From an optimization exercise on the open Yosys and OpenROAD flow, aimed at small area, a short achievable clock period and few clock cycles per item; shortcuts taken in it are not production practice.
Only simulation tests tie the RTL to the original design; equivalence was not proved.

==> flow/design.v (outline; a module is shown in full before it is edited, if it fits) <==
// module PID: 919 lines
module PID(
    input clk,rst_n,
    input adc_complete,
    input [INPUT_BIT_WIDTH-1:0] sample,
    input wire signed[PARAMETER_BIT_WIDTH-1:0] target,
    input wire signed[PARAMETER_BIT_WIDTH-1:0] kp,
    input wire signed[PARAMETER_BIT_WIDTH-1:0] ki,
    input wire signed[PARAMETER_BIT_WIDTH-1:0] maximum_out,
    input wire signed[PARAMETER_BIT_WIDTH-1:0] minimum_out,
    input wire signed[PARAMETER_BIT_WIDTH-1:0] maximum_add,
    input wire signed[PARAMETER_BIT_WIDTH-1:0] minimum_add,
    output reg signed[PARAMETER_BIT_WIDTH-1:0] pi_out,
    output reg pi_valid
);
  // ...
==> flow/run.sh <==
#!/bin/bash
# synth_recipe.tcl (not shown) runs the flow's synth.tcl, then flattens the netlist and writes it again
# the make line also repeats each setting of config.mk as NAME=value (left out here)
make -C /OpenROAD-flow-scripts/flow DESIGN_CONFIG=/design/flow/config.mk WORK_HOME=/design/flow/orfs CLKGATE_MAP_FILE= SYNTH_SCRIPT=/design/flow/synth_recipe.tcl finish
==> flow/config.mk <==
export PLATFORM = sky130hd
export DESIGN_NAME = PID
export DESIGN_NICKNAME = PID
export VERILOG_FILES = /design/flow/design.v
export SDC_FILE = /design/flow/constraint.sdc
export NUM_CORES = 4
export LEC_CHECK = 0
export CAP_MARGIN = 20
export CORE_MARGIN = 2
export CORE_UTILIZATION = 40
export SLEW_MARGIN = 20
==> flow/constraint.sdc <==
create_clock -name core_clock -period 10.0 [get_ports {clk}]
set_input_delay 2.0000 -clock core_clock [delete_from_list [all_inputs] [get_ports {clk}]]
set_output_delay 2.0000 -clock core_clock [all_outputs]
set_load 0.01 [all_outputs]
==> flow_metrics.tcl, run 1 <==
set metrics [dict create \
    clock-skew-final_ns 0.0223 \
    cts_buffer_depth 2 \
    async_reset_ff_frac 0.581 \
    top_layer_used "met4" \
    mostFrequentLayoutCells "414 x sky130_fd_sc_hd__inv_1, 299 x sky130_fd_sc_hd__fa_1, 239 x sky130_fd_sc_hd__o21ai_0, 226 x sky130_fd_sc_hd__nand2_1, 222 x sky130_fd_sc_hd__clkdlybuf4s50_1" \
    outcome "no timing/DRC/antenna violations" \
    multi_input_gate_share_of_total_cell_area 0.671 \
    dieArea_sq_um 70800 \
    timing.setup.tns_ns 0 \
    clock_buffer_count 17 \
    critical-path-max-stage-delay_ns 0.88 \
    num_vias 23700 \
    timing.final.max_slew_violations 0 \
    count_of_plain_and_timing_repair_buffers 283 \
    wl_met3_um 6030 \
    antenna_violations_before_repair 0 \
    clockNetworkAreaShare 0.0191 \
    cp_num_buf_inv 4 \
    multi_input_gates 2398 \
    fin_worst_hold_slack_ns 0.354 \
    final_core_util 0.455 \
    timing.critical_path.to "pi_out[2]$_DFFE_PN0P_" \
    dominant_combinational_cell_family_by_area_after_synthesis "adder cells" \
    post_drt_wl_per_cell_um 21.3 \
    via_count_of_the_first_global_routing_pass 23900 \
]
Testbench counts, summed over its fixed seeds: cycles 4,800, items 1,600.
==> run 2: changes to the inputs <==
--- a/flow/design.v
+++ b/flow/design.v
@@ -591,307 +591,139 @@
 wire fs564 = bd8p188 ^ bd9p199 ^ fc536;
 wire fs565 = fc538 ^ fc540 ^ fc542;
 wire fs566 = fc544 ^ fs560 ^ fs561;
 wire fs567 = fs562 ^ fs563 ^ fc546;
 wire fs568 = fc548 ^ fc550 ^ fs564;
 wire fs569 = fs565 ^ fs566 ^ fc552;
 wire fs570 = fs567 ^ fc554 ^ fs568;
 wire fs571 = fc556 ^ fs569 ^ fs570;
-wire us572 = pi_out[0] ^ ua[0] ^ ub[0];
-wire uc573 = (pi_out[0] & ua[0]) | (ub[0] & (pi_out[0] ^ ua[0]));
-wire us574 = pi_out[1] ^ ua[1] ^ ub[1];
-wire uc575 = (pi_out[1] & ua[1]) | (ub[1] & (pi_out[1] ^ ua[1]));
-wire us576 = pi_out[2] ^ ua[2] ^ ub[2];
-wire uc577 = (pi_out[2] & ua[2]) | (ub[2] & (pi_out[2] ^ ua[2]));
-wire us578 = pi_out[3] ^ ua[3] ^ ub[3];
-wire uc579 = (pi_out[3] & ua[3]) | (ub[3] & (pi_out[3] ^ ua[3]));
-wire us580 = pi_out[4] ^ ua[4] ^ ub[4];
-wire uc581 = (pi_out[4] & ua[4]) | (ub[4] & (pi_out[4] ^ ua[4]));
-wire us582 = pi_out[5] ^ ua[5] ^ ub[5];
-wire uc583 = (pi_out[5] & ua[5]) | (ub[5] & (pi_out[5] ^ ua[5]));
-wire us584 = pi_out[6] ^ ua[6] ^ ub[6];
-wire uc585 = (pi_out[6] & ua[6]) | (ub[6] & (pi_out[6] ^ ua[6]));
-wire us586 = pi_out[7] ^ ua[7] ^ ub[7];
-wire uc587 = (pi_out[7] & ua[7]) | (ub[7] & (pi_out[7] ^ ua[7]));
-wire us588 = pi_out[8] ^ ua[8] ^ ub[8];
-wire uc589 = (pi_out[8] & ua[8]) | (ub[8] & (pi_out[8] ^ ua[8]));
-wire us590 = pi_out[9] ^ ua[9] ^ ub[9];
-wire uc591 = (pi_out[9] & ua[9]) | (ub[9] & (pi_out[9] ^ ua[9]));
-wire us592 = pi_out[10] ^ ua[10] ^ ub[10];
-wire uc593 = (pi_out[10] & ua[10]) | (ub[10] & (pi_out[10] ^ ua[10]));
-wire us594 = pi_out[11] ^ ua[11] ^ ub[11];
-wire uc595 = (pi_out[11] & ua[11]) | (ub[11] & (pi_out[11] ^ ua[11]));
-wire us596 = pi_out[12] ^ ua[12] ^ ub[12];
-wire uc597 = (pi_out[12] & ua[12]) | (ub[12] & (pi_out[12] ^ ua[12]));
-wire us598 = pi_out[13] ^ ua[13] ^ ub[13];
-wire uc599 = (pi_out[13] & ua[13]) | (ub[13] & (pi_out[13] ^ ua[13]));
-wire us600 = pi_out[14] ^ ua[14] ^ ub[14];
-wire uc601 = (pi_out[14] & ua[14]) | (ub[14] & (pi_out[14] ^ ua[14]));
-wire us602 = pi_out[15] ^ ua[15] ^ ub[15];
-wire uc603 = (pi_out[15] & ua[15]) | (ub[15] & (pi_out[15] ^ ua[15]));
-wire us604 = pi_out[16] ^ ua[16] ^ ub[16];
-wire uc605 = (pi_out[16] & ua[16]) | (ub[16] & (pi_out[16] ^ ua[16]));
-wire us606 = pi_out[17] ^ ua[17] ^ ub[17];
-wire uc607 = (pi_out[17] & ua[17]) | (ub[17] & (pi_out[17] ^ ua[17]));
-wire us608 = pi_out[18] ^ ua[18] ^ ub[18];
-wire uc609 = (pi_out[18] & ua[18]) | (ub[18] & (pi_out[18] ^ ua[18]));
-wire us610 = pi_out[19] ^ ua[19] ^ ub[19];
-wire uc611 = (pi_out[19] & ua[19]) | (ub[19] & (pi_out[19] ^ ua[19]));
-wire us612 = pi_out[20] ^ ua[20] ^ ub[20];
-wire uc613 = (pi_out[20] & ua[20]) | (ub[20] & (pi_out[20] ^ ua[20]));
-wire us614 = pi_out[21] ^ ua[21] ^ ub[21];
-wire uc615 = (pi_out[21] & ua[21]) | (ub[21] & (pi_out[21] ^ ua[21]));
-wire us616 = pi_out[22] ^ ua[22] ^ ub[22];
-wire uc617 = (pi_out[22] & ua[22]) | (ub[22] & (pi_out[22] ^ ua[22]));
-wire us618 = pi_out[23] ^ ua[23] ^ ub[23];
-wire uc619 = (pi_out[23] & ua[23]) | (ub[23] & (pi_out[23] ^ ua[23]));
-wire us620 = pi_out[24] ^ ua[24] ^ ub[24];
-wire uc621 = (pi_out[24] & ua[24]) | (ub[24] & (pi_out[24] ^ ua[24]));
-wire us622 = pi_out[25] ^ ua[25] ^ ub[25];
-wire uc623 = (pi_out[25] & ua[25]) | (ub[25] & (pi_out[25] ^ ua[25]));
-wire us624 = 1'b0 ^ 1'b0 ^ 1'b0;
-wire uc625 = (1'b0 & 1'b0) | (1'b0 & (1'b0 ^ 1'b0));
-wire us626 = 1'b0 ^ 1'b0 ^ 1'b0;
-wire qs627 = us572 ^ 1'b0 ^ ~maximum_out[0];
-wire qc628 = (us572 & 1'b0) | (~maximum_out[0] & (us572 ^ 1'b0));
-wire qs629 = us574 ^ uc573 ^ ~maximum_out[1];
-wire qc630 = (us574 & uc573) | (~maximum_out[1] & (us574 ^ uc573));
-wire qs631 = us576 ^ uc575 ^ ~maximum_out[2];
-wire qc632 = (us576 & uc575) | (~maximum_out[2] & (us576 ^ uc575));
-wire qs633 = us578 ^ uc577 ^ ~maximum_out[3];
-wire qc634 = (us578 & uc577) | (~maximum_out[3] & (us578 ^ uc577));
-wire qs635 = us580 ^ uc579 ^ ~maximum_out[4];
-wire qc636 = (us580 & uc579) | (~maximum_out[4] & (us580 ^ uc579));
-wire qs637 = us582 ^ uc581 ^ ~maximum_out[5];
-wire qc638 = (us582 & uc581) | (~maximum_out[5] & (us582 ^ uc581));
-wire qs639 = us584 ^ uc583 ^ ~maximum_out[6];
-wire qc640 = (us584 & uc583) | (~maximum_out[6] & (us584 ^ uc583));
-wire qs641 = us586 ^ uc585 ^ ~maximum_out[7];
-wire qc642 = (us586 & uc585) | (~maximum_out[7] & (us586 ^ uc585));
-wire qs643 = us588 ^ uc587 ^ ~maximum_out[8];
-wire qc644 = (us588 & uc587) | (~maximum_out[8] & (us588 ^ uc587));
-wire qs645 = us590 ^ uc589 ^ ~maximum_out[9];
-wire qc646 = (us590 & uc589) | (~maximum_out[9] & (us590 ^ uc589));
-wire qs647 = us592 ^ uc591 ^ ~maximum_out[10];
-wire qc648 = (us592 & uc591) | (~maximum_out[10] & (us592 ^ uc591));
-wire qs649 = us594 ^ uc593 ^ ~maximum_out[11];
-wire qc650 = (us594 & uc593) | (~maximum_out[11] & (us594 ^ uc593));
-wire qs651 = us596 ^ uc595 ^ ~maximum_out[12];
-wire qc652 = (us596 & uc595) | (~maximum_out[12] & (us596 ^ uc595));
-wire qs653 = us598 ^ uc597 ^ ~maximum_out[13];
-wire qc654 = (us598 & uc597) | (~maximum_out[13] & (us598 ^ uc597));
-wire qs655 = us600 ^ uc599 ^ ~maximum_out[14];
-wire qc656 = (us600 & uc599) | (~maximum_out[14] & (us600 ^ uc599));
-wire qs657 = us602 ^ uc601 ^ ~maximum_out[15];
-wire qc658 = (us602 & uc601) | (~maximum_out[15] & (us602 ^ uc601));
-wire qs659 = us604 ^ uc603 ^ ~maximum_out[16];
-wire qc660 = (us604 & uc603) | (~maximum_out[16] & (us604 ^ uc603));
-wire qs661 = us606 ^ uc605 ^ ~maximum_out[17];
-wire qc662 = (us606 & uc605) | (~maximum_out[17] & (us606 ^ uc605));
-wire qs663 = us608 ^ uc607 ^ ~maximum_out[18];
-wire qc664 = (us608 & uc607) | (~maximum_out[18] & (us608 ^ uc607));
-wire qs665 = us610 ^ uc609 ^ ~maximum_out[19];
-wire qc666 = (us610 & uc609) | (~maximum_out[19] & (us610 ^ uc609));
-wire qs667 = us612 ^ uc611 ^ ~maximum_out[20];
-wire qc668 = (us612 & uc611) | (~maximum_out[20] & (us612 ^ uc611));
-wire qs669 = us614 ^ uc613 ^ ~maximum_out[21];
-wire qc670 = (us614 & uc613) | (~maximum_out[21] & (us614 ^ uc613));
-wire qs671 = us616 ^ uc615 ^ ~maximum_out[22];
-wire qc672 = (us616 & uc615) | (~maximum_out[22] & (us616 ^ uc615));
-wire qs673 = us618 ^ uc617 ^ ~maximum_out[23];
-wire qc674 = (us618 & uc617) | (~maximum_out[23] & (us618 ^ uc617));
-wire qs675 = us620 ^ uc619 ^ ~maximum_out[24];
-wire qc676 = (us620 & uc619) | (~maximum_out[24] & (us620 ^ uc619));
-wire qs677 = us622 ^ uc621 ^ ~maximum_out[25];
-wire qc678 = (us622 & uc621) | (~maximum_out[25] & (us622 ^ uc621));
-wire qs679 = us624 ^ uc623 ^ 1'b0;
-wire qc680 = (us624 & uc623) | (1'b0 & (us624 ^ uc623));
-wire qs681 = us626 ^ uc625 ^ 1'b0;
-wire rs682 = us572 ^ 1'b0 ^ ~minimum_out[0];
-wire rc683 = (us572 & 1'b0) | (~minimum_out[0] & (us572 ^ 1'b0));
-wire rs684 = us574 ^ uc573 ^ ~minimum_out[1];
-wire rc685 = (us574 & uc573) | (~minimum_out[1] & (us574 ^ uc573));
-wire rs686 = us576 ^ uc575 ^ ~minimum_out[2];
-wire rc687 = (us576 & uc575) | (~minimum_out[2] & (us576 ^ uc575));
-wire rs688 = us578 ^ uc577 ^ ~minimum_out[3];
-wire rc689 = (us578 & uc577) | (~minimum_out[3] & (us578 ^ uc577));
-wire rs690 = us580 ^ uc579 ^ ~minimum_out[4];
-wire rc691 = (us580 & uc579) | (~minimum_out[4] & (us580 ^ uc579));
-wire rs692 = us582 ^ uc581 ^ ~minimum_out[5];
-wire rc693 = (us582 & uc581) | (~minimum_out[5] & (us582 ^ uc581));
-wire rs694 = us584 ^ uc583 ^ ~minimum_out[6];
-wire rc695 = (us584 & uc583) | (~minimum_out[6] & (us584 ^ uc583));
-wire rs696 = us586 ^ uc585 ^ ~minimum_out[7];
-wire rc697 = (us586 & uc585) | (~minimum_out[7] & (us586 ^ uc585));
-wire rs698 = us588 ^ uc587 ^ ~minimum_out[8];
-wire rc699 = (us588 & uc587) | (~minimum_out[8] & (us588 ^ uc587));
-wire rs700 = us590 ^ uc589 ^ ~minimum_out[9];
-wire rc701 = (us590 & uc589) | (~minimum_out[9] & (us590 ^ uc589));
-wire rs702 = us592 ^ uc591 ^ ~minimum_out[10];
-wire rc703 = (us592 & uc591) | (~minimum_out[10] & (us592 ^ uc591));
-wire rs704 = us594 ^ uc593 ^ ~minimum_out[11];
-wire rc705 = (us594 & uc593) | (~minimum_out[11] & (us594 ^ uc593));
-wire rs706 = us596 ^ uc595 ^ ~minimum_out[12];
-wire rc707 = (us596 & uc595) | (~minimum_out[12] & (us596 ^ uc595));
-wire rs708 = us598 ^ uc597 ^ ~minimum_out[13];
-wire rc709 = (us598 & uc597) | (~minimum_out[13] & (us598 ^ uc597));
-wire rs710 = us600 ^ uc599 ^ ~minimum_out[14];
-wire rc711 = (us600 & uc599) | (~minimum_out[14] & (us600 ^ uc599));
-wire rs712 = us602 ^ uc601 ^ ~minimum_out[15];
-wire rc713 = (us602 & uc601) | (~minimum_out[15] & (us602 ^ uc601));
-wire rs714 = us604 ^ uc603 ^ ~minimum_out[16];
-wire rc715 = (us604 & uc603) | (~minimum_out[16] & (us604 ^ uc603));
-wire rs716 = us606 ^ uc605 ^ ~minimum_out[17];
-wire rc717 = (us606 & uc605) | (~minimum_out[17] & (us606 ^ uc605));
-wire rs718 = us608 ^ uc607 ^ ~minimum_out[18];
-wire rc719 = (us608 & uc607) | (~minimum_out[18] & (us608 ^ uc607));
-wire rs720 = us610 ^ uc609 ^ ~minimum_out[19];
-wire rc721 = (us610 & uc609) | (~minimum_out[19] & (us610 ^ uc609));
-wire rs722 = us612 ^ uc611 ^ ~minimum_out[20];
-wire rc723 = (us612 & uc611) | (~minimum_out[20] & (us612 ^ uc611));
-wire rs724 = us614 ^ uc613 ^ ~minimum_out[21];
-wire rc725 = (us614 & uc613) | (~minimum_out[21] & (us614 ^ uc613));
-wire rs726 = us616 ^ uc615 ^ ~minimum_out[22];
-wire rc727 = (us616 & uc615) | (~minimum_out[22] & (us616 ^ uc615));
-wire rs728 = us618 ^ uc617 ^ ~minimum_out[23];
-wire rc729 = (us618 & uc617) | (~minimum_out[23] & (us618 ^ uc617));
-wire rs730 = us620 ^ uc619 ^ ~minimum_out[24];
-wire rc731 = (us620 & uc619) | (~minimum_out[24] & (us620 ^ uc619));
-wire rs732 = us622 ^ uc621 ^ ~minimum_out[25];
-wire rc733 = (us622 & uc621) | (~minimum_out[25] & (us622 ^ uc621));
-wire rs734 = us624 ^ uc623 ^ 1'b0;
-wire rc735 = (us624 & uc623) | (1'b0 & (us624 ^ uc623));
-wire rs736 = us626 ^ uc625 ^ 1'b0;
-wire gs737 = p1a_r[0] ^ p1b_r[0] ^ ~maximum_add[0];
-wire gc738 = (p1a_r[0] & p1b_r[0]) | (~maximum_add[0] & (p1a_r[0] ^ p1b_r[0]));
-wire gs739 = p1a_r[1] ^ p1b_r[1] ^ ~maximum_add[1];
-wire gc740 = (p1a_r[1] & p1b_r[1]) | (~maximum_add[1] & (p1a_r[1] ^ p1b_r[1]));
-wire gs741 = p1a_r[2] ^ p1b_r[2] ^ ~maximum_add[2];
-wire gc742 = (p1a_r[2] & p1b_r[2]) | (~maximum_add[2] & (p1a_r[2] ^ p1b_r[2]));
-wire gs743 = p1a_r[3] ^ p1b_r[3] ^ ~maximum_add[3];
-wire gc744 = (p1a_r[3] & p1b_r[3]) | (~maximum_add[3] & (p1a_r[3] ^ p1b_r[3]));
-wire gs745 = p1a_r[4] ^ p1b_r[4] ^ ~maximum_add[4];
-wire gc746 = (p1a_r[4] & p1b_r[4]) | (~maximum_add[4] & (p1a_r[4] ^ p1b_r[4]));
-wire gs747 = p1a_r[5] ^ p1b_r[5] ^ ~maximum_add[5];
-wire gc748 = (p1a_r[5] & p1b_r[5]) | (~maximum_add[5] & (p1a_r[5] ^ p1b_r[5]));
-wire gs749 = p1a_r[6] ^ p1b_r[6] ^ ~maximum_add[6];
-wire gc750 = (p1a_r[6] & p1b_r[6]) | (~maximum_add[6] & (p1a_r[6] ^ p1b_r[6]));
-wire gs751 = p1a_r[7] ^ p1b_r[7] ^ ~maximum_add[7];
-wire gc752 = (p1a_r[7] & p1b_r[7]) | (~maximum_add[7] & (p1a_r[7] ^ p1b_r[7]));
-wire gs753 = p1a_r[8] ^ p1b_r[8] ^ ~maximum_add[8];
-wire gc754 = (p1a_r[8] & p1b_r[8]) | (~maximum_add[8] & (p1a_r[8] ^ p1b_r[8]));
-wire gs755 = p1a_r[9] ^ p1b_r[9] ^ ~maximum_add[9];
-wire gc756 = (p1a_r[9] & p1b_r[9]) | (~maximum_add[9] & (p1a_r[9] ^ p1b_r[9]));
-wire gs757 = p1a_r[10] ^ p1b_r[10] ^ ~maximum_add[10];
-wire gc758 = (p1a_r[10] & p1b_r[10]) | (~maximum_add[10] & (p1a_r[10] ^ p1b_r[10]));
-wire gs759 = p1a_r[11] ^ p1b_r[11] ^ ~maximum_add[11];
-wire gc760 = (p1a_r[11] & p1b_r[11]) | (~maximum_add[11] & (p1a_r[11] ^ p1b_r[11]));
-wire gs761 = p1a_r[12] ^ p1b_r[12] ^ ~maximum_add[12];
-wire gc762 = (p1a_r[12] & p1b_r[12]) | (~maximum_add[12] & (p1a_r[12] ^ p1b_r[12]));
-wire gs763 = p1a_r[13] ^ p1b_r[13] ^ ~maximum_add[13];
-wire gc764 = (p1a_r[13] & p1b_r[13]) | (~maximum_add[13] & (p1a_r[13] ^ p1b_r[13]));
-wire gs765 = p1a_r[14] ^ p1b_r[14] ^ ~maximum_add[14];
-wire gc766 = (p1a_r[14] & p1b_r[14]) | (~maximum_add[14] & (p1a_r[14] ^ p1b_r[14]));
-wire gs767 = p1a_r[15] ^ p1b_r[15] ^ ~maximum_add[15];
-wire gc768 = (p1a_r[15] & p1b_r[15]) | (~maximum_add[15] & (p1a_r[15] ^ p1b_r[15]));
-wire gs769 = p1a_r[16] ^ p1b_r[16] ^ ~maximum_add[16];
-wire gc770 = (p1a_r[16] & p1b_r[16]) | (~maximum_add[16] & (p1a_r[16] ^ p1b_r[16]));
-wire gs771 = p1a_r[17] ^ p1b_r[17] ^ ~maximum_add[17];
-wire gc772 = (p1a_r[17] & p1b_r[17]) | (~maximum_add[17] & (p1a_r[17] ^ p1b_r[17]));
-wire gs773 = p1a_r[18] ^ p1b_r[18] ^ ~maximum_add[18];
-wire gc774 = (p1a_r[18] & p1b_r[18]) | (~maximum_add[18] & (p1a_r[18] ^ p1b_r[18]));
-wire gs775 = p1a_r[19] ^ p1b_r[19] ^ ~maximum_add[19];
-wire gc776 = (p1a_r[19] & p1b_r[19]) | (~maximum_add[19] & (p1a_r[19] ^ p1b_r[19]));
-wire gs777 = p1a_r[20] ^ p1b_r[20] ^ ~maximum_add[20];
-wire gc778 = (p1a_r[20] & p1b_r[20]) | (~maximum_add[20] & (p1a_r[20] ^ p1b_r[20]));
-wire gs779 = p1a_r[21] ^ p1b_r[21] ^ ~maximum_add[21];
-wire gc780 = (p1a_r[21] & p1b_r[21]) | (~maximum_add[21] & (p1a_r[21] ^ p1b_r[21]));
-wire gs781 = p1a_r[22] ^ p1b_r[22] ^ ~maximum_add[22];
-wire gc782 = (p1a_r[22] & p1b_r[22]) | (~maximum_add[22] & (p1a_r[22] ^ p1b_r[22]));
-wire gs783 = p1a_r[23] ^ p1b_r[23] ^ ~maximum_add[23];
-wire gc784 = (p1a_r[23] & p1b_r[23]) | (~maximum_add[23] & (p1a_r[23] ^ p1b_r[23]));
-wire gs785 = p1a_r[24] ^ p1b_r[24] ^ ~maximum_add[24];
-wire gc786 = (p1a_r[24] & p1b_r[24]) | (~maximum_add[24] & (p1a_r[24] ^ p1b_r[24]));
-wire gs787 = p1a_r[25] ^ p1b_r[25] ^ ~maximum_add[25];
-wire gc788 = (p1a_r[25] & p1b_r[25]) | (~maximum_add[25] & (p1a_r[25] ^ p1b_r[25]));
-wire gs789 = 1'b0 ^ 1'b0 ^ 1'b0;
-wire gc790 = (1'b0 & 1'b0) | (1'b0 & (1'b0 ^ 1'b0));
-wire gs791 = 1'b0 ^ 1'b0 ^ 1'b0;
-wire hs792 = p1a_r[0] ^ p1b_r[0] ^ ~minimum_add[0];
-wire hc793 = (p1a_r[0] & p1b_r[0]) | (~minimum_add[0] & (p1a_r[0] ^ p1b_r[0]));
-wire hs794 = p1a_r[1] ^ p1b_r[1] ^ ~minimum_add[1];
-wire hc795 = (p1a_r[1] & p1b_r[1]) | (~minimum_add[1] & (p1a_r[1] ^ p1b_r[1]));
-wire hs796 = p1a_r[2] ^ p1b_r[2] ^ ~minimum_add[2];
-wire hc797 = (p1a_r[2] & p1b_r[2]) | (~minimum_add[2] & (p1a_r[2] ^ p1b_r[2]));
-wire hs798 = p1a_r[3] ^ p1b_r[3] ^ ~minimum_add[3];
-wire hc799 = (p1a_r[3] & p1b_r[3]) | (~minimum_add[3] & (p1a_r[3] ^ p1b_r[3]));
-wire hs800 = p1a_r[4] ^ p1b_r[4] ^ ~minimum_add[4];
-wire hc801 = (p1a_r[4] & p1b_r[4]) | (~minimum_add[4] & (p1a_r[4] ^ p1b_r[4]));
-wire hs802 = p1a_r[5] ^ p1b_r[5] ^ ~minimum_add[5];
-wire hc803 = (p1a_r[5] & p1b_r[5]) | (~minimum_add[5] & (p1a_r[5] ^ p1b_r[5]));
-wire hs804 = p1a_r[6] ^ p1b_r[6] ^ ~minimum_add[6];
-wire hc805 = (p1a_r[6] & p1b_r[6]) | (~minimum_add[6] & (p1a_r[6] ^ p1b_r[6]));
-wire hs806 = p1a_r[7] ^ p1b_r[7] ^ ~minimum_add[7];
-wire hc807 = (p1a_r[7] & p1b_r[7]) | (~minimum_add[7] & (p1a_r[7] ^ p1b_r[7]));
-wire hs808 = p1a_r[8] ^ p1b_r[8] ^ ~minimum_add[8];
-wire hc809 = (p1a_r[8] & p1b_r[8]) | (~minimum_add[8] & (p1a_r[8] ^ p1b_r[8]));
-wire hs810 = p1a_r[9] ^ p1b_r[9] ^ ~minimum_add[9];
-wire hc811 = (p1a_r[9] & p1b_r[9]) | (~minimum_add[9] & (p1a_r[9] ^ p1b_r[9]));
-wire hs812 = p1a_r[10] ^ p1b_r[10] ^ ~minimum_add[10];
-wire hc813 = (p1a_r[10] & p1b_r[10]) | (~minimum_add[10] & (p1a_r[10] ^ p1b_r[10]));
-wire hs814 = p1a_r[11] ^ p1b_r[11] ^ ~minimum_add[11];
-wire hc815 = (p1a_r[11] & p1b_r[11]) | (~minimum_add[11] & (p1a_r[11] ^ p1b_r[11]));
-wire hs816 = p1a_r[12] ^ p1b_r[12] ^ ~minimum_add[12];
-wire hc817 = (p1a_r[12] & p1b_r[12]) | (~minimum_add[12] & (p1a_r[12] ^ p1b_r[12]));
-wire hs818 = p1a_r[13] ^ p1b_r[13] ^ ~minimum_add[13];
-wire hc819 = (p1a_r[13] & p1b_r[13]) | (~minimum_add[13] & (p1a_r[13] ^ p1b_r[13]));
-wire hs820 = p1a_r[14] ^ p1b_r[14] ^ ~minimum_add[14];
-wire hc821 = (p1a_r[14] & p1b_r[14]) | (~minimum_add[14] & (p1a_r[14] ^ p1b_r[14]));
-wire hs822 = p1a_r[15] ^ p1b_r[15] ^ ~minimum_add[15];
-wire hc823 = (p1a_r[15] & p1b_r[15]) | (~minimum_add[15] & (p1a_r[15] ^ p1b_r[15]));
-wire hs824 = p1a_r[16] ^ p1b_r[16] ^ ~minimum_add[16];
-wire hc825 = (p1a_r[16] & p1b_r[16]) | (~minimum_add[16] & (p1a_r[16] ^ p1b_r[16]));
-wire hs826 = p1a_r[17] ^ p1b_r[17] ^ ~minimum_add[17];
-wire hc827 = (p1a_r[17] & p1b_r[17]) | (~minimum_add[17] & (p1a_r[17] ^ p1b_r[17]));
-wire hs828 = p1a_r[18] ^ p1b_r[18] ^ ~minimum_add[18];
-wire hc829 = (p1a_r[18] & p1b_r[18]) | (~minimum_add[18] & (p1a_r[18] ^ p1b_r[18]));
-wire hs830 = p1a_r[19] ^ p1b_r[19] ^ ~minimum_add[19];
-wire hc831 = (p1a_r[19] & p1b_r[19]) | (~minimum_add[19] & (p1a_r[19] ^ p1b_r[19]));
-wire hs832 = p1a_r[20] ^ p1b_r[20] ^ ~minimum_add[20];
-wire hc833 = (p1a_r[20] & p1b_r[20]) | (~minimum_add[20] & (p1a_r[20] ^ p1b_r[20]));
-wire hs834 = p1a_r[21] ^ p1b_r[21] ^ ~minimum_add[21];
-wire hc835 = (p1a_r[21] & p1b_r[21]) | (~minimum_add[21] & (p1a_r[21] ^ p1b_r[21]));
-wire hs836 = p1a_r[22] ^ p1b_r[22] ^ ~minimum_add[22];
-wire hc837 = (p1a_r[22] & p1b_r[22]) | (~minimum_add[22] & (p1a_r[22] ^ p1b_r[22]));
-wire hs838 = p1a_r[23] ^ p1b_r[23] ^ ~minimum_add[23];
-wire hc839 = (p1a_r[23] & p1b_r[23]) | (~minimum_add[23] & (p1a_r[23] ^ p1b_r[23]));
-wire hs840 = p1a_r[24] ^ p1b_r[24] ^ ~minimum_add[24];
-wire hc841 = (p1a_r[24] & p1b_r[24]) | (~minimum_add[24] & (p1a_r[24] ^ p1b_r[24]));
-wire hs842 = p1a_r[25] ^ p1b_r[25] ^ ~minimum_add[25];
-wire hc843 = (p1a_r[25] & p1b_r[25]) | (~minimum_add[25] & (p1a_r[25] ^ p1b_r[25]));
-wire hs844 = 1'b0 ^ 1'b0 ^ 1'b0;
-wire hc845 = (1'b0 & 1'b0) | (1'b0 & (1'b0 ^ 1'b0));
-wire hs846 = 1'b0 ^ 1'b0 ^ 1'b0;
+wire qs572 = pi_out[0] ^ ua[0] ^ ~maximum_out[0];
+wire qc573 = (pi_out[0] & ua[0]) | (~maximum_out[0] & (pi_out[0] ^ ua[0]));
+wire qs574 = pi_out[1] ^ ua[1] ^ ~maximum_out[1];
+wire qc575 = (pi_out[1] & ua[1]) | (~maximum_out[1] & (pi_out[1] ^ ua[1]));
+wire qs576 = pi_out[2] ^ ua[2] ^ ~maximum_out[2];
+wire qc577 = (pi_out[2] & ua[2]) | (~maximum_out[2] & (pi_out[2] ^ ua[2]));
+wire qs578 = pi_out[3] ^ ua[3] ^ ~maximum_out[3];
+wire qc579 = (pi_out[3] & ua[3]) | (~maximum_out[3] & (pi_out[3] ^ ua[3]));
+wire qs580 = pi_out[4] ^ ua[4] ^ ~maximum_out[4];
+wire qc581 = (pi_out[4] & ua[4]) | (~maximum_out[4] & (pi_out[4] ^ ua[4]));
+wire qs582 = pi_out[5] ^ ua[5] ^ ~maximum_out[5];
+wire qc583 = (pi_out[5] & ua[5]) | (~maximum_out[5] & (pi_out[5] ^ ua[5]));
+wire qs584 = pi_out[6] ^ ua[6] ^ ~maximum_out[6];
+wire qc585 = (pi_out[6] & ua[6]) | (~maximum_out[6] & (pi_out[6] ^ ua[6]));
+wire qs586 = pi_out[7] ^ ua[7] ^ ~maximum_out[7];
+wire qc587 = (pi_out[7] & ua[7]) | (~maximum_out[7] & (pi_out[7] ^ ua[7]));
+wire qs588 = pi_out[8] ^ ua[8] ^ ~maximum_out[8];
+wire qc589 = (pi_out[8] & ua[8]) | (~maximum_out[8] & (pi_out[8] ^ ua[8]));
+wire qs590 = pi_out[9] ^ ua[9] ^ ~maximum_out[9];
+wire qc591 = (pi_out[9] & ua[9]) | (~maximum_out[9] & (pi_out[9] ^ ua[9]));
+wire qs592 = pi_out[10] ^ ua[10] ^ ~maximum_out[10];
+wire qc593 = (pi_out[10] & ua[10]) | (~maximum_out[10] & (pi_out[10] ^ ua[10]));
+wire qs594 = pi_out[11] ^ ua[11] ^ ~maximum_out[11];
+wire qc595 = (pi_out[11] & ua[11]) | (~maximum_out[11] & (pi_out[11] ^ ua[11]));
+wire qs596 = pi_out[12] ^ ua[12] ^ ~maximum_out[12];
+wire qc597 = (pi_out[12] & ua[12]) | (~maximum_out[12] & (pi_out[12] ^ ua[12]));
+wire qs598 = pi_out[13] ^ ua[13] ^ ~maximum_out[13];
+wire qc599 = (pi_out[13] & ua[13]) | (~maximum_out[13] & (pi_out[13] ^ ua[13]));
+wire qs600 = pi_out[14] ^ ua[14] ^ ~maximum_out[14];
+wire qc601 = (pi_out[14] & ua[14]) | (~maximum_out[14] & (pi_out[14] ^ ua[14]));
+wire qs602 = pi_out[15] ^ ua[15] ^ ~maximum_out[15];
+wire qc603 = (pi_out[15] & ua[15]) | (~maximum_out[15] & (pi_out[15] ^ ua[15]));
+wire qs604 = pi_out[16] ^ ua[16] ^ ~maximum_out[16];
+wire qc605 = (pi_out[16] & ua[16]) | (~maximum_out[16] & (pi_out[16] ^ ua[16]));
+wire qs606 = pi_out[17] ^ ua[17] ^ ~maximum_out[17];
+wire qc607 = (pi_out[17] & ua[17]) | (~maximum_out[17] & (pi_out[17] ^ ua[17]));
+wire qs608 = pi_out[18] ^ ua[18] ^ ~maximum_out[18];
+wire qc609 = (pi_out[18] & ua[18]) | (~maximum_out[18] & (pi_out[18] ^ ua[18]));
+wire qs610 = pi_out[19] ^ ua[19] ^ ~maximum_out[19];
+wire qc611 = (pi_out[19] & ua[19]) | (~maximum_out[19] & (pi_out[19] ^ ua[19]));
+wire qs612 = pi_out[20] ^ ua[20] ^ ~maximum_out[20];
+wire qc613 = (pi_out[20] & ua[20]) | (~maximum_out[20] & (pi_out[20] ^ ua[20]));
+wire qs614 = pi_out[21] ^ ua[21] ^ ~maximum_out[21];
+wire qc615 = (pi_out[21] & ua[21]) | (~maximum_out[21] & (pi_out[21] ^ ua[21]));
+wire qs616 = pi_out[22] ^ ua[22] ^ ~maximum_out[22];
+wire qc617 = (pi_out[22] & ua[22]) | (~maximum_out[22] & (pi_out[22] ^ ua[22]));
+wire qs618 = pi_out[23] ^ ua[23] ^ ~maximum_out[23];
+wire qc619 = (pi_out[23] & ua[23]) | (~maximum_out[23] & (pi_out[23] ^ ua[23]));
+wire qs620 = pi_out[24] ^ ua[24] ^ ~maximum_out[24];
+wire qc621 = (pi_out[24] & ua[24]) | (~maximum_out[24] & (pi_out[24] ^ ua[24]));
+wire qs622 = pi_out[25] ^ ua[25] ^ ~maximum_out[25];
+wire qc623 = (pi_out[25] & ua[25]) | (~maximum_out[25] & (pi_out[25] ^ ua[25]));
+wire qs624 = 1'b0 ^ 1'b0 ^ 1'b0;
+wire qc625 = (1'b0 & 1'b0) | (1'b0 & (1'b0 ^ 1'b0));
+wire qs626 = 1'b0 ^ 1'b0 ^ 1'b0;
+wire rs627 = pi_out[0] ^ ua[0] ^ ~minimum_out[0];
+wire rc628 = (pi_out[0] & ua[0]) | (~minimum_out[0] & (pi_out[0] ^ ua[0]));
+wire rs629 = pi_out[1] ^ ua[1] ^ ~minimum_out[1];
+wire rc630 = (pi_out[1] & ua[1]) | (~minimum_out[1] & (pi_out[1] ^ ua[1]));
+wire rs631 = pi_out[2] ^ ua[2] ^ ~minimum_out[2];
+wire rc632 = (pi_out[2] & ua[2]) | (~minimum_out[2] & (pi_out[2] ^ ua[2]));
+wire rs633 = pi_out[3] ^ ua[3] ^ ~minimum_out[3];
+wire rc634 = (pi_out[3] & ua[3]) | (~minimum_out[3] & (pi_out[3] ^ ua[3]));
+wire rs635 = pi_out[4] ^ ua[4] ^ ~minimum_out[4];
+wire rc636 = (pi_out[4] & ua[4]) | (~minimum_out[4] & (pi_out[4] ^ ua[4]));
+wire rs637 = pi_out[5] ^ ua[5] ^ ~minimum_out[5];
+wire rc638 = (pi_out[5] & ua[5]) | (~minimum_out[5] & (pi_out[5] ^ ua[5]));
+wire rs639 = pi_out[6] ^ ua[6] ^ ~minimum_out[6];
+wire rc640 = (pi_out[6] & ua[6]) | (~minimum_out[6] & (pi_out[6] ^ ua[6]));
+wire rs641 = pi_out[7] ^ ua[7] ^ ~minimum_out[7];
+wire rc642 = (pi_out[7] & ua[7]) | (~minimum_out[7] & (pi_out[7] ^ ua[7]));
+wire rs643 = pi_out[8] ^ ua[8] ^ ~minimum_out[8];
+wire rc644 = (pi_out[8] & ua[8]) | (~minimum_out[8] & (pi_out[8] ^ ua[8]));
+wire rs645 = pi_out[9] ^ ua[9] ^ ~minimum_out[9];
+wire rc646 = (pi_out[9] & ua[9]) | (~minimum_out[9] & (pi_out[9] ^ ua[9]));
+wire rs647 = pi_out[10] ^ ua[10] ^ ~minimum_out[10];
+wire rc648 = (pi_out[10] & ua[10]) | (~minimum_out[10] & (pi_out[10] ^ ua[10]));
+wire rs649 = pi_out[11] ^ ua[11] ^ ~minimum_out[11];
+wire rc650 = (pi_out[11] & ua[11]) | (~minimum_out[11] & (pi_out[11] ^ ua[11]));
+wire rs651 = pi_out[12] ^ ua[12] ^ ~minimum_out[12];
+wire rc652 = (pi_out[12] & ua[12]) | (~minimum_out[12] & (pi_out[12] ^ ua[12]));
+wire rs653 = pi_out[13] ^ ua[13] ^ ~minimum_out[13];
+wire rc654 = (pi_out[13] & ua[13]) | (~minimum_out[13] & (pi_out[13] ^ ua[13]));
+wire rs655 = pi_out[14] ^ ua[14] ^ ~minimum_out[14];
+wire rc656 = (pi_out[14] & ua[14]) | (~minimum_out[14] & (pi_out[14] ^ ua[14]));
+wire rs657 = pi_out[15] ^ ua[15] ^ ~minimum_out[15];
+wire rc658 = (pi_out[15] & ua[15]) | (~minimum_out[15] & (pi_out[15] ^ ua[15]));
+wire rs659 = pi_out[16] ^ ua[16] ^ ~minimum_out[16];
+wire rc660 = (pi_out[16] & ua[16]) | (~minimum_out[16] & (pi_out[16] ^ ua[16]));
+wire rs661 = pi_out[17] ^ ua[17] ^ ~minimum_out[17];
+wire rc662 = (pi_out[17] & ua[17]) | (~minimum_out[17] & (pi_out[17] ^ ua[17]));
+wire rs663 = pi_out[18] ^ ua[18] ^ ~minimum_out[18];
+wire rc664 = (pi_out[18] & ua[18]) | (~minimum_out[18] & (pi_out[18] ^ ua[18]));
+wire rs665 = pi_out[19] ^ ua[19] ^ ~minimum_out[19];
+wire rc666 = (pi_out[19] & ua[19]) | (~minimum_out[19] & (pi_out[19] ^ ua[19]));
+wire rs667 = pi_out[20] ^ ua[20] ^ ~minimum_out[20];
+wire rc668 = (pi_out[20] & ua[20]) | (~minimum_out[20] & (pi_out[20] ^ ua[20]));
+wire rs669 = pi_out[21] ^ ua[21] ^ ~minimum_out[21];
+wire rc670 = (pi_out[21] & ua[21]) | (~minimum_out[21] & (pi_out[21] ^ ua[21]));
+wire rs671 = pi_out[22] ^ ua[22] ^ ~minimum_out[22];
+wire rc672 = (pi_out[22] & ua[22]) | (~minimum_out[22] & (pi_out[22] ^ ua[22]));
+wire rs673 = pi_out[23] ^ ua[23] ^ ~minimum_out[23];
+wire rc674 = (pi_out[23] & ua[23]) | (~minimum_out[23] & (pi_out[23] ^ ua[23]));
+wire rs675 = pi_out[24] ^ ua[24] ^ ~minimum_out[24];
+wire rc676 = (pi_out[24] & ua[24]) | (~minimum_out[24] & (pi_out[24] ^ ua[24]));
+wire rs677 = pi_out[25] ^ ua[25] ^ ~minimum_out[25];
+wire rc678 = (pi_out[25] & ua[25]) | (~minimum_out[25] & (pi_out[25] ^ ua[25]));
+wire rs679 = 1'b0 ^ 1'b0 ^ 1'b0;
+wire rc680 = (1'b0 & 1'b0) | (1'b0 & (1'b0 ^ 1'b0));
+wire rs681 = 1'b0 ^ 1'b0 ^ 1'b0;
 wire [25:0] ta = {fc558, fc532, fc508, fc484, fc462, fc440, fc420, fc400, fc382, fc364, fc348, fc332, fc318, fc304, fc292, fc280, fc270, fc260, fs257, fc244, fc238, fs235, fc228, bd1p32, fs223, fs221};
 wire [25:0] tb = {fs571, fs557, fs531, fs507, fs483, fs461, fs439, fs419, fs399, fs381, fs363, fs347, fs331, fs317, fs303, fs291, fs279, fs269, fs259, fs251, fs243, fs237, fs231, fs227, bd0p4, bd0p3};
-wire [25:0] ua = s3 ? p1a_r : (s2 ? minimum_add : maximum_add);
-wire [25:0] ub = p1b_r & {26{s3}};
-wire [27:0] up = {us626, us624, us622, us620, us618, us616, us614, us612, us610, us608, us606, us604, us602, us600, us598, us596, us594, us592, us590, us588, us586, us584, us582, us580, us578, us576, us574, us572} + {uc625, uc623, uc621, uc619, uc617, uc615, uc613, uc611, uc609, uc607, uc605, uc603, uc601, uc599, uc597, uc595, uc593, uc591, uc589, uc587, uc585, uc583, uc581, uc579, uc577, uc575, uc573, 1'b0};                 
-wire [27:0] uq = {qs681, qs679, qs677, qs675, qs673, qs671, qs669, qs667, qs665, qs663, qs661, qs659, qs657, qs655, qs653, qs651, qs649, qs647, qs645, qs643, qs641, qs639, qs637, qs635, qs633, qs631, qs629, qs627} + {qc680, qc678, qc676, qc674, qc672, qc670, qc668, qc666, qc664, qc662, qc660, qc658, qc656, qc654, qc652, qc650, qc648, qc646, qc644, qc642, qc640, qc638, qc636, qc634, qc632, qc630, qc628, 1'b0};                 
-wire [27:0] ur = {rs736, rs734, rs732, rs730, rs728, rs726, rs724, rs722, rs720, rs718, rs716, rs714, rs712, rs710, rs708, rs706, rs704, rs702, rs700, rs698, rs696, rs694, rs692, rs690, rs688, rs686, rs684, rs682} + {rc735, rc733, rc731, rc729, rc727, rc725, rc723, rc721, rc719, rc717, rc715, rc713, rc711, rc709, rc707, rc705, rc703, rc701, rc699, rc697, rc695, rc693, rc691, rc689, rc687, rc685, rc683, 1'b1};                 
+wire signed [25:0] s_r = p1a_r + p1b_r;
+wire [25:0] ua = s3 ? s_r : (s2 ? minimum_add : maximum_add);
+wire [27:0] up = {2'b0, pi_out} + {2'b0, ua};    
+wire [27:0] uq = {qs626, qs624, qs622, qs620, qs618, qs616, qs614, qs612, qs610, qs608, qs606, qs604, qs602, qs600, qs598, qs596, qs594, qs592, qs590, qs588, qs586, qs584, qs582, qs580, qs578, qs576, qs574, qs572} + {qc625, qc623, qc621, qc619, qc617, qc615, qc613, qc611, qc609, qc607, qc605, qc603, qc601, qc599, qc597, qc595, qc593, qc591, qc589, qc587, qc585, qc583, qc581, qc579, qc577, qc575, qc573, 1'b0};                 
+wire [27:0] ur = {rs681, rs679, rs677, rs675, rs673, rs671, rs669, rs667, rs665, rs663, rs661, rs659, rs657, rs655, rs653, rs651, rs649, rs647, rs645, rs643, rs641, rs639, rs637, rs635, rs633, rs631, rs629, rs627} + {rc680, rc678, rc676, rc674, rc672, rc670, rc668, rc666, rc664, rc662, rc660, rc658, rc656, rc654, rc652, rc650, rc648, rc646, rc644, rc642, rc640, rc638, rc636, rc634, rc632, rc630, rc628, 1'b1};                 
 wire [25:0] ut = up[25:0];
 wire u_hi = ut[25] ^ maximum_out[25] ^ uq[26] ^ up[26];
 wire u_lo = ut[25] ^ ~minimum_out[25] ^ ur[26] ^ up[26];
 wire signed [25:0] u = u_hi ? maximum_out : (u_lo ? minimum_out : ut);
-wire [27:0] fp = {2'b0, p1a_r} + {2'b0, p1b_r};    
-wire [27:0] fg = {gs791, gs789, gs787, gs785, gs783, gs781, gs779, gs777, gs775, gs773, gs771, gs769, gs767, gs765, gs763, gs761, gs759, gs757, gs755, gs753, gs751, gs749, gs747, gs745, gs743, gs741, gs739, gs737} + {gc790, gc788, gc786, gc784, gc782, gc780, gc778, gc776, gc774, gc772, gc770, gc768, gc766, gc764, gc762, gc760, gc758, gc756, gc754, gc752, gc750, gc748, gc746, gc744, gc742, gc740, gc738, 1'b0};                 
-wire [27:0] fh = {hs846, hs844, hs842, hs840, hs838, hs836, hs834, hs832, hs830, hs828, hs826, hs824, hs822, hs820, hs818, hs816, hs814, hs812, hs810, hs808, hs806, hs804, hs802, hs800, hs798, hs796, hs794, hs792} + {hc845, hc843, hc841, hc839, hc837, hc835, hc833, hc831, hc829, hc827, hc825, hc823, hc821, hc819, hc817, hc815, hc813, hc811, hc809, hc807, hc805, hc803, hc801, hc799, hc797, hc795, hc793, 1'b1};                 
-wire a_hi = fp[25] ^ maximum_add[25] ^ fg[26] ^ fp[26];
-wire a_lo = fp[25] ^ ~minimum_add[25] ^ fh[26] ^ fp[26];
+wire a_hi = s_r > maximum_add;
+wire a_lo = s_r < minimum_add;
 wire signed [25:0] t_new = a_hi ? c_b : (a_lo ? c_a : u);
 always @(posedge clk or negedge rst_n) begin
     if (!rst_n) begin
         adc_q <= 1'b0;
         s2 <= 1'b0;
         s3 <= 1'b0;
         pi_valid <= 1'b0;
         pi_out <= 26'd0;
==> flow/flow/run.sh (new file) <==
#!/bin/bash
set -euo pipefail
echo 'export BUFFER_PORTS_ARGS = -buffer_cell sky130_fd_sc_hd__buf_2' >> config.mk
echo 'export SYNTH_ARGS = -noabc' >> config.mk
bash standard.sh finish > standard_flow.log 2>&1
==> flow/standard.sh (new file) <==
#!/bin/bash
# synth_recipe.tcl (not shown) runs the flow's synth.tcl, then flattens the netlist and writes it again
# the make line also repeats each setting of config.mk as NAME=value (left out here)
make -C /OpenROAD-flow-scripts/flow DESIGN_CONFIG=/design/flow/config.mk WORK_HOME=/design/flow/orfs CLKGATE_MAP_FILE= SYNTH_SCRIPT=/design/flow/synth_recipe.tcl "${@:-finish}"
==> flow/config.mk (replaced) <==
export PLATFORM = sky130hd
export DESIGN_NAME = PID
export DESIGN_NICKNAME = PID
export VERILOG_FILES = /design/flow/design.v
export SDC_FILE = /design/flow/constraint.sdc
export NUM_CORES = 4
export LEC_CHECK = 0
export ABC_AREA = 1
export CAP_MARGIN = 20
export CORE_MARGIN = 2
export CORE_UTILIZATION = 60
export CTS_BUF_LIST = sky130_fd_sc_hd__clkbuf_8
export SETUP_SLACK_MARGIN = 4.25
export SLEW_MARGIN = 20
export BUFFER_PORTS_ARGS = -buffer_cell sky130_fd_sc_hd__buf_2
export SYNTH_ARGS = -noabc
removed: flow/run.sh
==> run 2 against run 1 <==
Effect of this change: critical path depth rose by 1; non-clock buffer count rose by 5; via count fell by 10%; critical endpoint is now p1b_r[25]$_DFF_PN0_; final cell count fell by 12%; synthesized cell count fell by 8.1%; clock skew rose by 0.0064 ns; global-route usage rose by 9.3 points.
==> flow_metrics.tcl, run 2 <==
set metrics [dict create \
    outcome "no timing/DRC/antenna violations" \
    die_y_extent_um 201 \
    cp_max_fo 6 \
    worstHoldPathCells 0 \
    synth_compound_gate_area_share 0.137 \
    async_reset_ff_frac 0.581 \
    cts.htree.levels 4 \
    mostFrequentLayoutCells "530 x sky130_fd_sc_hd__nand2_1, 360 x sky130_fd_sc_hd__inv_1, 239 x sky130_fd_sc_hd__xor2_1, 233 x sky130_fd_sc_hd__nor2_1, 224 x sky130_fd_sc_hd__fa_1" \
    yosys.area_share.xor_xnor 0.116 \
    max-slew-margin-rel 0.307 \
    detail_route.iter0.violations 1722 \
    synth.net_count 3565 \
    synth.distinct_cells 57 \
    synth.area.top_cells "sky130_fd_sc_hd__fa_1 19%, sky130_fd_sc_hd__dfrtp_1 12%, sky130_fd_sc_hd__ha_1 10%, sky130_fd_sc_hd__xor2_1 9.0%, sky130_fd_sc_hd__nand2_1 8.5%" \
    critPathTopFamily "adder cells" \
    final_design_instance_area_without_fill_sq_um 25900 \
    max_slew.worst_pin.slew_ns 1.04 \
    post-synth-top-area-fraction 0.192 \
    cts_tree "done" \
    die_w_um 201 \
    grt_setup_unrepaired "no" \
    timing.hold.worst.class "flop to flop" \
    io_buffers 223 \
    post_synth_edffs 0 \
    dieArea_sq_um 40500 \
    path_depth 19 \
    timing_hold_violations_final 0 \
    synthAdderAreaFrac 0.294 \
    yosys-mux-area-fraction 0.00316 \
    drtPass1Iterations 6 \
    via_count_of_the_first_global_routing_pass 22000 \
    fin_crit_ns 5.49 \
    synth.most_common_cell "sky130_fd_sc_hd__nand2_1" \
    timing.critical_path.mode_cell "sky130_fd_sc_hd__fa_1" \
    flow.area_growth_from_synthesis_pct 10.8 \
    synthFlopType "sky130_fd_sc_hd__dfrtp_1" \
    regToRegStartpoint "p1b_r[0]$_DFF_PN0_" \
    num_vias 21300 \
    timing.final.max_slew_violations 0 \
    top_level_ports 224 \
    pin_count_of_the_biggest_net_entering_global_routing 53 \
    report.final.setup_viol 0 \
    antenna_violations_before_repair 0 \
    cell_count_after_synthesis 2953 \
    cts_root_buf "sky130_fd_sc_hd__clkbuf_8" \
    cp.arrival_ns 5.97 \
    rows 72 \
    placed_area_sq_um 24900 \
    timing.fmax_mhz 182 \
    layout-drive-gt1-share 0.135 \
    fin_worst_hold_slack_ns 0.340 \
    globalRouteTotalUtil 0.352 \
    r2r-end "pi_out[21]$_DFFE_PN0P_" \
    max_cap_viols 0 \
    worst_setup_hold_path_clk_slew_ns 0.12 \
    crit_path_cell_trace "buf_2, or2_2, o21ai_1, buf_6, o22ai_1, xor2_1, fa_1, fa_1, fa_1, fa_1, xnor2_1, xnor2_1, xnor2_1, xor2_1, inv_1, nand2_1, nand2_1, nor2_1, nor2_1" \
    cts_buffer_depth 2 \
    critical-path-max-stage-delay_ns 0.50 \
    post_drt_wl_per_cell_um 19.4 \
    antennaDiodeCount 0 \
    yosys.area_share.simple 0.185 \
    min_period_over_period 0.549 \
    hold_path_end "c_b[15]$_DFF_P_" \
    placed_cells_incl_taps 3609 \
    final_core_util 0.672 \
    cp_slowest_cell "sky130_fd_sc_hd__fa_1" \
    floorplan.initialDensity 0.606 \
    startpoint_type "primary input" \
    clkSinkCount 186 \
    hpwl_dp_um 54300 \
    postCtsHoldBufs 0 \
    worstHoldStart "c_a[15]$_DFF_P_" \
    dominant_combinational_cell_family_by_area_after_synthesis "adder cells" \
    filler_free_cell_count_of_the_finished_design 3679 \
    synthesis.yosys.warnings 1 \
    worst-r2r-cell-count 31 \
    timing.setup.critical_path_class "primary input to flop" \
    globalRouteOverflowTotal 0 \
    grt_pass1_wl_um 112000 \
    cp_data_required_time_ns 10.47 \
    synth-seq-area-share 0.182 \
    postRouteWirelength_um 71300 \
    gp_congestion 0.979 \
    drc 0 \
    fp.coreArea_sq_um 38600 \
    via_per_inst 5.79 \
    route.antenna.remaining_nets 0 \
    cell_types_with_the_highest_counts_after_synthesis "531 x sky130_fd_sc_hd__nand2_1, 362 x sky130_fd_sc_hd__inv_1, 239 x sky130_fd_sc_hd__xor2_1, 235 x sky130_fd_sc_hd__nor2_1, 224 x sky130_fd_sc_hd__fa_1" \
    worstSkewPairLatency_ns 0.57 \
    synth_seq_cells 186 \
    cts_buffers 17 \
    cp-end-kind "flop" \
    layout.nets 3760 \
    cp_num_buf_inv 3 \
    syn_area_sq_um 23400 \
    synth_area_per_cell_sq_um 7.91 \
    clock-skew-final_ns 0.0287 \
    rrSetupSlack_ns 4.57 \
    mostFrequentLayoutCell "sky130_fd_sc_hd__nand2_1" \
    post-synth-top-area-cell "sky130_fd_sc_hd__fa_1" \
    timing.setup.tns_ns 0 \
]
-- run 2: metal layers --
| layer | wire [um] | global-route usage | vias up |
|---|---|---|---|
| li1 | - | - | 10000 |
| met1 | 26600 | 0.404 | 10000 |
| met2 | 35200 | 0.618 | 960 |
| met3 | 4820 | 0.0505 | 272 |
| met4 | 4690 | 0.222 | 0 |
| met5 | 0 | 0 | - |
-- run 2: repair_timing --
action / in CTS / in global routing
setup endpoints to repair: 57 / 53
buffers inserted: 1 / 31
gates resized for setup: 10 / 44
pin swaps: 1 / 7
gates cloned: 3 / 3
-- run 2: worst max path at each step --
stage,startpoint,end
after CTS,p1b_r[0]$_DFF_PN0_,pi_out[21]$_DFFE_PN0P_
final,kp[12],p1b_r[25]$_DFF_PN0_
after floorplan,kp[12],p1b_r[25]$_DFF_PN0_
after global routing,p1b_r[0]$_DFF_PN0_,pi_out[17]$_DFFE_PN0P_
after detailed placement,kp[3],p1b_r[25]$_DFF_PN0_
after global placement,kp[14],p1b_r[25]$_DFF_PN0_
-- run 2: stage by stage --
stage | worst slack, ns
floorplan | 4.26
global placement | 3.62
detailed placement | 3.58
CTS | 4.27
global route | 4.24
finish | 4.51
-- run 2: cell type report --
type / instances / area [sq um]
multi-input combinational: 2284 / 17500
fill: 3378 / 12700
sequential: 186 / 4270
timing repair buffer: 288 / 1690
inverter: 369 / 1410
tap: 518 / 648
clock buffer: 17 / 234
clock inverter: 15 / 185
timing repair inverter: 2 / 10.0
-- run 2: cell families (layout without fill, tap and decap cells) --
group	count (synthesis)	after routing
simple gates	1007	1011
compound gates	556	556
buf+inv	487	691
fa+ha+maj	415	415
xor+xnor	295	295
flops	186	186
mux	7	7
Testbench counts of run 2, summed over its fixed seeds: cycles 4,800, items 1,600.
==> run 3: changes to the inputs <==
--- a/flow/config.mk
+++ b/flow/config.mk
@@ -9,7 +9,6 @@
 export CAP_MARGIN = 20
 export CORE_MARGIN = 2
 export CORE_UTILIZATION = 60
-export CTS_BUF_LIST = sky130_fd_sc_hd__clkbuf_8
 export SETUP_SLACK_MARGIN = 4.25
 export SLEW_MARGIN = 20
 export BUFFER_PORTS_ARGS = -buffer_cell sky130_fd_sc_hd__buf_2
==> run 3 against run 2 <==
Effect of this change: still clean; worst hold slack better by 0.0036 ns; sequential share of layout area shrank 0.086 points; critical path depth decreased by 2; non-clock buffer count fell by 10.
==> flow_metrics.tcl, run 3 <==
set metrics [dict create \
    outcome "no timing/DRC/antenna violations" \
    syn_area_sq_um 23400 \
    detail_route.iter0.violations 1666 \
    synth.area.top_cells "sky130_fd_sc_hd__fa_1 19%, sky130_fd_sc_hd__dfrtp_1 12%, sky130_fd_sc_hd__ha_1 10%, sky130_fd_sc_hd__xor2_1 9.0%, sky130_fd_sc_hd__nand2_1 8.5%" \
    synth.distinct_cells 57 \
    route.antenna.remaining_nets 0 \
    report.final.setup_viol 0 \
    synth-seq-area-share 0.182 \
    cp_data_required_time_ns 10.38 \
    post-synth-top-area-fraction 0.192 \
    max_slew.worst_pin.slew_ns 1.07 \
    layout.nets 3751 \
    min_period_over_period 0.561 \
    worst_setup_hold_path_clk_slew_ns 0.09 \
    timing.setup.tns_ns 0 \
    cell_count_after_synthesis 2953 \
    worstHoldStart "c_a[15]$_DFF_P_" \
    cts_root_buf "sky130_fd_sc_hd__clkbuf_16" \
    drtPass1Iterations 7 \
    cp_num_buf_inv 2 \
    globalRouteOverflowTotal 0 \
    fp.coreArea_sq_um 38600 \
    cp_max_fo 9 \
    setup.worst_path.start "kp[17]" \
    rrSetupSlack_ns 4.51 \
    synth_area_per_cell_sq_um 7.91 \
    postRouteWirelength_um 71500 \
    postCtsHoldBufs 0 \
    timing_hold_violations_final 0 \
    antennaDiodeCount 0 \
    fin_crit_ns 5.61 \
    hpwl_dp_um 54300 \
    synth.most_common_cell "sky130_fd_sc_hd__nand2_1" \
    async_reset_ff_frac 0.581 \
    antenna_violations_before_repair 0 \
    post-synth-top-area-cell "sky130_fd_sc_hd__fa_1" \
    flow.area_growth_from_synthesis_pct 11.4 \
    timing.final.max_slew_violations 0 \
    clock-skew-final_ns 0.0193 \
    cp.arrival_ns 6.00 \
    num_vias 21400 \
    startpoint_type "primary input" \
    timing.hold.worst.class "flop to flop" \
    final_design_instance_area_without_fill_sq_um 26000 \
    synth_seq_cells 186 \
    cp-end-kind "flop" \
    io_buffers 223 \
    via_count_of_the_first_global_routing_pass 22100 \
    clkSinkCount 186 \
    critPathTopFamily "adder cells" \
    floorplan.initialDensity 0.606 \
    grt_setup_unrepaired "no" \
    timing.fmax_mhz 178 \
    placed_area_sq_um 24900 \
    gp_congestion 0.979 \
    timing.setup.critical_path_class "primary input to flop" \
    grt_pass1_wl_um 113000 \
    cts_buffer_depth 2 \
    crit_path_cell_trace "buf_2, o21ai_2, o22ai_1, xor2_1, fa_1, fa_1, fa_1, fa_2, xnor2_2, xnor2_2, xnor2_1, xor2_1, inv_1, nand2_1, nand2_1, nor2_1, nor2_1" \
    cp_slowest_cell "sky130_fd_sc_hd__fa_1" \
    rows 72 \
    cts_buffers 17 \
    max_cap_viols 0 \
    dieArea_sq_um 40500 \
    mostFrequentLayoutCell "sky130_fd_sc_hd__nand2_1" \
    mostFrequentLayoutCells "531 x sky130_fd_sc_hd__nand2_1, 359 x sky130_fd_sc_hd__inv_1, 238 x sky130_fd_sc_hd__xor2_1, 233 x sky130_fd_sc_hd__nor2_1, 223 x sky130_fd_sc_hd__buf_2" \
    synthFlopType "sky130_fd_sc_hd__dfrtp_1" \
    regToRegStartpoint "s2$_DFF_PN0_" \
    cts.htree.levels 4 \
    post_drt_wl_per_cell_um 19.5 \
    synthesis.yosys.warnings 1 \
    worstSkewPairLatency_ns 0.49 \
    synth.net_count 3565 \
    via_per_inst 5.84 \
    post_synth_edffs 0 \
    top_level_ports 224 \
    timing.critical_path.mode_cell "sky130_fd_sc_hd__fa_1" \
    globalRouteTotalUtil 0.354 \
    max-slew-margin-rel 0.286 \
    die_y_extent_um 201 \
    layout-drive-gt1-share 0.134 \
    cell_types_with_the_highest_counts_after_synthesis "531 x sky130_fd_sc_hd__nand2_1, 362 x sky130_fd_sc_hd__inv_1, 239 x sky130_fd_sc_hd__xor2_1, 235 x sky130_fd_sc_hd__nor2_1, 224 x sky130_fd_sc_hd__fa_1" \
    die_w_um 201 \
    pin_count_of_the_biggest_net_entering_global_routing 53 \
    drc 0 \
    cts_tree "done" \
    critical-path-max-stage-delay_ns 0.48 \
]
## run 3: path summary, 6_finish.rpt
path,to,cells past startpoint
max in group asynchronous,e1[8]$_DFFE_PN0P_,2
max reg2reg,p1b_r[25]$_DFF_PN0_,17
min reg2reg,c_b[15]$_DFF_P_,0
min,c_b[15]$_DFF_P_,0
min in group asynchronous,e1[2]$_DFFE_PN0P_,1
max,p1b_r[25]$_DFF_PN0_,17
## run 3: final cells by class
class	count	area [sq um]
Multi-Input combinational cell	2285	17500
Fill cell	3341	12500
Sequential cell	186	4270
Timing Repair Buffer	278	1600
Inverter	369	1410
Tap cell	518	648
Clock buffer	17	425
Clock inverter	15	185
Timing Repair inverter	2	10.0
## run 3: per-stage QoR
stage | utilization | hold WS [ns] | worst slack, ns | std cells
finish | 0.675 | 0.344 | 4.39 | 3670
floorplan | - | 0.331 | 4.26 | 2953
global route | 0.675 | 0.350 | 4.19 | 3670
CTS | 0.665 | 0.347 | 4.25 | 3647
global placement | 0.646 | 0.333 | 3.62 | 3609
detailed placement | 0.646 | 0.337 | 3.58 | 3609
## run 3: what timing repair did
action	CTS	global route
gates resized for setup	12	48
gates cloned	3	5
setup buffers	3	18
setup endpoints to repair	57	53
pin swaps	1	6
## run 3: logic make-up after synthesis
logic type               count (synthesis)  share of synthesized area
XOR/XNOR                               295                      0.116
adder cells (fa/ha/maj)                415                      0.294
AO/OA/AOI/OAI                          556                      0.137
flip-flops                             186                      0.182
AND/OR/NAND/NOR                       1007                      0.185
multiplexers                             7                    0.00316
buffers and inverters                  487                     0.0824
## run 3: routing by layer
| layer | part of all wire | up-vias | track usage |
|---|---|---|---|
| met5 | 0 | - | 0 |
| met2 | 0.49 | 984 | 0.619 |
| met1 | 0.37 | 10100 | 0.409 |
| met4 | 0.073 | 0 | 0.231 |
| met3 | 0.067 | 319 | 0.0466 |
| li1 | - | 10000 | - |
==> run 4: changes to the inputs <==
--- a/flow/config.mk
+++ b/flow/config.mk
@@ -9,6 +9,7 @@
 export CAP_MARGIN = 20
 export CORE_MARGIN = 2
 export CORE_UTILIZATION = 60
+export CTS_BUF_LIST = sky130_fd_sc_hd__clkbuf_4 sky130_fd_sc_hd__clkbuf_8
 export SETUP_SLACK_MARGIN = 4.25
 export SLEW_MARGIN = 20
 export BUFFER_PORTS_ARGS = -buffer_cell sky130_fd_sc_hd__buf_2
==> run 4 against run 3 <==
Effect of this change: maximum frequency up 2.2%; die area did not move; count of clock-buffer cells in the layout did not move; largest cell class unchanged.
==> flow_metrics.tcl, run 4 <==
set metrics [dict create \
    min_period_over_period 0.549 \
    r2r-end "pi_out[21]$_DFFE_PN0P_" \
    worstHoldStart "c_a[15]$_DFF_P_" \
    cts_buffer_depth 2 \
    pin_count_of_the_biggest_net_entering_global_routing 53 \
    syn_area_sq_um 23400 \
    cp_data_required_time_ns 10.47 \
    drc 0 \
    io_buffers 223 \
    globalRouteTotalUtil 0.352 \
    final_core_util 0.672 \
    gp_congestion 0.979 \
    layout-drive-gt1-share 0.135 \
    dp_slack_ns 3.58 \
    startpoint_type "primary input" \
    fin_worst_hold_slack_ns 0.340 \
    critPathTopFamily "adder cells" \
    gr-max-usage-layer "met2" \
    met2_track_demand_over_resource 0.618 \
    die_y_extent_um 201 \
    clkSinkCount 186 \
    cts_root_buf "sky130_fd_sc_hd__clkbuf_8" \
    rows 72 \
    flow.area_growth_from_synthesis_pct 10.8 \
    mostFrequentLayoutCells "530 x sky130_fd_sc_hd__nand2_1, 360 x sky130_fd_sc_hd__inv_1, 239 x sky130_fd_sc_hd__xor2_1, 233 x sky130_fd_sc_hd__nor2_1, 224 x sky130_fd_sc_hd__fa_1" \
    via_per_inst 5.79 \
    crit_path_cell_trace "buf_2, or2_2, o21ai_1, buf_6, o22ai_1, xor2_1, fa_1, fa_1, fa_1, fa_1, xnor2_1, xnor2_1, xnor2_1, xor2_1, inv_1, nand2_1, nand2_1, nor2_1, nor2_1" \
    post-synth-top-area-cell "sky130_fd_sc_hd__fa_1" \
    timing.hold.worst.class "flop to flop" \
    grt_setup_unrepaired "no" \
    cp_num_buf_inv 3 \
    fin_crit_ns 5.49 \
    synth.net_count 3565 \
    hpwl_dp_um 54300 \
    max_cap_viols 0 \
    cp-end-kind "flop" \
    placed_cells_incl_taps 3609 \
    post_drt_wl_per_cell_um 19.4 \
    timing.setup.critical_path_class "primary input to flop" \
    groute.layer.met3.usage 0.0505 \
    detail_route.iter0.violations 1722 \
    worstHoldPathCells 0 \
    max_slew.worst_pin.slew_ns 1.04 \
    cp_max_fo 6 \
    grt_pass1_wl_um 112000 \
    fp.coreArea_sq_um 38600 \
    die_w_um 201 \
    synth_seq_cells 186 \
    post-synth-top-area-fraction 0.192 \
    final_design_instance_area_without_fill_sq_um 25900 \
    timing.critical_path.mode_cell "sky130_fd_sc_hd__fa_1" \
    dieArea_sq_um 40500 \
    report.final.setup_viol 0 \
    hold_path_end "c_b[15]$_DFF_P_" \
    cell_types_with_the_highest_counts_after_synthesis "531 x sky130_fd_sc_hd__nand2_1, 362 x sky130_fd_sc_hd__inv_1, 239 x sky130_fd_sc_hd__xor2_1, 235 x sky130_fd_sc_hd__nor2_1, 224 x sky130_fd_sc_hd__fa_1" \
    drtPass1Iterations 6 \
    route.antenna.remaining_nets 0 \
    worstSkewPairLatency_ns 0.57 \
    layout.nets 3760 \
    met1_usage 0.404 \
    critical-path-max-stage-delay_ns 0.50 \
    cell_count_after_synthesis 2953 \
    outcome "no timing/DRC/antenna violations" \
    mostFrequentLayoutCell "sky130_fd_sc_hd__nand2_1" \
    top_level_ports 224 \
    placed_area_sq_um 24900 \
    timing.fmax_mhz 182 \
    postRouteWirelength_um 71300 \
]
run 4: timing repair:
item | CTS | global route
cloned | 3 | 3
buffers inserted | 1 | 31
endpoints found under the setup margin | 57 | 53
gates resized for setup | 10 | 44
hold buffers | 0 | 0
pin swaps | 1 | 7
run 4: how the worst max path moves through the flow:
stage	startpoint	endpoint	slack, ns	cells past startpoint
after detailed placement	kp[3]	p1b_r[25]$_DFF_PN0_	3.58	18
after floorplan	kp[12]	p1b_r[25]$_DFF_PN0_	4.26	18
after global routing	p1b_r[0]$_DFF_PN0_	pi_out[17]$_DFFE_PN0P_	4.24	32
after CTS	p1b_r[0]$_DFF_PN0_	pi_out[21]$_DFFE_PN0P_	4.27	32
after global placement	kp[14]	p1b_r[25]$_DFF_PN0_	3.62	17
final	kp[12]	p1b_r[25]$_DFF_PN0_	4.51	19
run 4: metal layers:
| metal | routed length, um | up-vias |
|---|---|---|
| li1 | - | 10000 |
| met2 | 35200 | 960 |
| met5 | 0 | - |
| met3 | 4820 | 272 |
| met1 | 26600 | 10000 |
| met4 | 4690 | 0 |
run 4: layout make-up:
cell class,count,area (sq um)
multi-input combinational,2284,17500
fill,3378,12700
sequential,186,4270
timing repair buffer,288,1690
inverter,369,1410
tap,518,648
clock buffer,17,234
clock inverter,15,185
timing repair inverter,2,10.0
run 4: kinds of logic (layout without fill, tap and decap cells):
family                   count (synthesis)  in the layout  synth area share
adder cells (fa/ha/maj)                415            415             0.294
XOR/XNOR                               295            295             0.116
multiplexers                             7              7           0.00316
buffers and inverters                  487            691            0.0824
AND/OR/NAND/NOR                       1007           1011             0.185
flip-flops                             186            186             0.182
AO/OA/AOI/OAI                          556            556             0.137

## what the ideal ports hide
In the flow no input, the clock included, has a driving cell. The finished layouts below were timed again as built, in two steps.
Step 1 sets driving cells, clkbuf_16 on the clock port and buf_2 on the other inputs (assumed; they add their load-dependent delay and slew).
Step 2 moves the port delays by t, midway between the first and last clock arrival at a register: inputs arrive t later, outputs are due t later. That takes back most of the time a late clock gives input paths.
a / b / c = ideal / step 1 / step 2; a / b = the first two.
| run | t, ns | slack for setup (ns) | worst setup path after step 2 | clock arrival spread, ns | cell pins on the clock port's net |
|---|---|---|---|---|---|
| run 1 | 0.554 | 2.561 / 2.590 / 2.036 | input to register | 0.022 / 0.023 | 1 |
| run 2 | 0.611 | 4.505 / 4.541 / 3.931 | input to register | 0.028 / 0.029 | 1 |
| run 3 | 0.538 | 4.385 / 4.424 / 3.885 | input to register | 0.020 / 0.019 | 1 |
| run 4 | 0.611 | 4.505 / 4.541 / 3.931 | input to register | 0.028 / 0.029 | 1 |
After both steps every run listed still meets setup and hold.
